From an optimization exercise on the open Yosys and OpenROAD flow, aimed at small area; shortcuts taken in it are not production practice.
In this exercise RTL edits were held to simulation tests only and were not proved equivalent to the original.
No activity file was given, so power comes from the tool's default toggle rates.

Design tresholding, start of the top module:
module tresholding #
(
    parameter ADC_WIDTH = 14
)
(
    input                                   clk,
    input                                   rst,
    input  signed [ADC_WIDTH-1:0]           detail_level,
    input  [31:0]                           gpio_cfg,
    input  [31:0]                           gpio_cfg_2,
    input  [27:0]                           multresult,
    output [ADC_WIDTH-1:0]                  threshold_detail_level,
    output [ADC_WIDTH-1:0]                  median_out,
    output [ADC_WIDTH-1:0]                  threshold_out_dbg,
    output [5:0]                            universal_threshold_constant_level_1,
    output [5:0]                            universal_threshold_constant_level_2,
    output [31:0]                           window_len,
    output                                  window_len_valid,
    output                                  denoise_lvl_1,
    output                                  denoise_lvl_2,
    output                                  reconsruct_lvl_2
);
Size: roughly 3000 cells after synthesis, about 460 flip-flops, about 200 I/O pins.
clock: 8.0 ns
lec_check: 0
cap_margin: 20
core_margin: 2
core_utilization: 60
place_density: 0.75
slew_margin: 20
run.sh (not shown) runs the stock make flow with config.mk's settings and CLKGATE_MAP_FILE= SYNTH_SCRIPT=/design/flow/synth_recipe.tcl, a recipe that flattens the netlist after the stock synthesis.
Edit:
--- a/flow/design.v
+++ b/flow/design.v
@@ -140,31 +140,27 @@
     wire        lw0 = lb0 > cnt_all;
     wire        lw1 = lb1 > cnt_all;
     wire        la0 = lw0 ? (~lu0[19] & lu0[18]) : ~lu0[19];
     wire        la1 = lw1 ? (~lu1[19] & lu1[18]) : ~lu1[19];
     wire [17:0] ld0 = la0 ? lu0[17:0] : ~ly0[17:0];
     wire [17:0] ld1 = la1 ? lu1[17:0] : ~ly1[17:0];
     wire        lc  = ld0 <= ld1;
     wire [17:0] lpd = lc ? ld0 : ld1;
     wire [2:0]  lpi = {ph[1:0], ~lc};
-    reg  [17:0] pair_min;
-    reg  [2:0]  pair_idx;
-    wire        pair_lt = pair_min < run_min;
-    always @(posedge clk) begin
-        pair_min <= lpd;
-        pair_idx <= lpi;
-        if ((ph == 3'd1) || pair_lt) begin
-            run_min <= pair_min;
-            run_idx <= pair_idx;
+    wire        lt0 = ld0 < run_min;
+    wire        lt1 = ld1 < run_min;
+    wire        upd = (ph == 3'd0) | (lc ? lt0 : lt1);
+    always @(posedge clk) begin
+        if (upd) begin
+            run_min <= lpd;
+            run_idx <= lpi;
         end
     end
-    wire [17:0] fin_min = pair_lt ? pair_min : run_min;
-    wire [2:0]  fin_idx = pair_lt ? pair_idx : run_idx;
     always @(posedge clk) begin
         if (ph == 3'd0)
             cancel <= 1'b0;
         else if (wend)
             cancel <= 1'b1;
     end
     always @(posedge clk) begin
         if (start_long || (frozen && !cancel)) begin
             a_or_b[{ph[1:0], 1'b0}] <= la0;
@@ -188,26 +184,27 @@
         endcase
     end
     wire        min_le1 = |smid;
     reg  [3:0]  pd1, pd2, pd3, pd4, pd5;
     always @(posedge clk) begin
         pd1 <= {i30, min_le1};
         pd2 <= pd1;
         pd3 <= pd2;
         pd4 <= pd3;
-        pd5 <= (ph == 3'd4) ? {fin_idx, fin_min[13:1] == 13'd0} : pd4;
+        pd5 <= (ph == 3'd4) ? {run_idx, run_min[13:1] == 13'd0} : pd4;
     end
     wire        min_valid = vpipe[4];
     wire [2:0]  min_index = pd5[3:1];
     wire        min_flag  = pd5[0];
     localparam IDLE = 2'd0, CAL1 = 2'd1, CAL2 = 2'd2, CAVG = 2'd3;
     reg  [1:0]  state;
     reg         lock_median;
+    reg         lock_median_s1;
     reg  [2:0]  sidx;           
     reg         sa;             
     reg         reset_median;
     reg         bs_not_first;
     reg         iter_nz;
     reg  [3:0]  rcode;          
     reg  [10:0] flow;           
     reg  [13:0] bsx;            
     reg         bsa;            
@@ -310,22 +307,26 @@
                 prev_bsd <= bsd;
             end
         end
         if (rst) begin
             lock_median <= 1'b0;
             med         <= 11'd0;
         end
     end
     always @(posedge clk) begin
+        if (rst)
+            lock_median_s1 <= 1'b0;
+        else
+            lock_median_s1 <= lock_median;
         bs_median <= bs_median_nx;
     end
     assign median_out = {3'd0, med};
-    wire lock_median_posedge = lock_median & (state == CAVG);
+    wire lock_median_posedge = lock_median & ~lock_median_s1;
     reg         lock_threshold;
     reg  [13:0] thr_pos;
     always @(posedge clk) begin
         if (rst)
             lock_threshold <= 1'b0;
         else if (lock_median_posedge && one_time_lock)
             lock_threshold <= 1'b1;
         else if (release_median)
             lock_threshold <= 1'b0;
The changed run produced a clean layout.
Area after synthesis came out higher by 0.72%.
Die area came out higher by 0.70%.
Cell count came out higher by 2.8%.
Clock skew came out higher by 6.6 ps.
Core utilization came out higher by 1.5 points.
Final area came out higher by 2.7%.
Count of clock-buffer cells in the layout came out lower by 14.
Wire length came out higher by 3.0%.
Register-to-register slack is worse by 190 ps.
Worst hold slack barely changes.
Worst setup slack is worse by 190 ps.
Power came out higher by 10%.
Non-clock buffer count came out higher by 41.

-- static timing again, ports no longer ideal --
No port has a modelled driver above. Below, the same layouts with a new extraction and two added sets of constraints.
Step 1, drivers: a clkbuf_16 drives clk and a buf_2 each remaining input, both assumed.
Step 2 times the ports against the registers' clock, not the clock port: input delays grow and output delays shrink by t, the midpoint of the rising clock arrivals with the driver on.
Slacks: ideal ports / drivers / drivers and shift; pairs: ideal ports / drivers.
run | t, ns | setup WS [ns] | worst setup path at the end | clock arrival spread, ns | worst register clock-pin slew, ns
the first run | 0.639 | 0.448 / 0.448 / 0.448 | register to register | 0.025 / 0.024 | 0.06 / 0.06
the second run | 0.633 | 0.257 / 0.257 / 0.257 | register to register | 0.030 / 0.031 | 0.07 / 0.07
After both steps setup and hold are still met in every run listed.
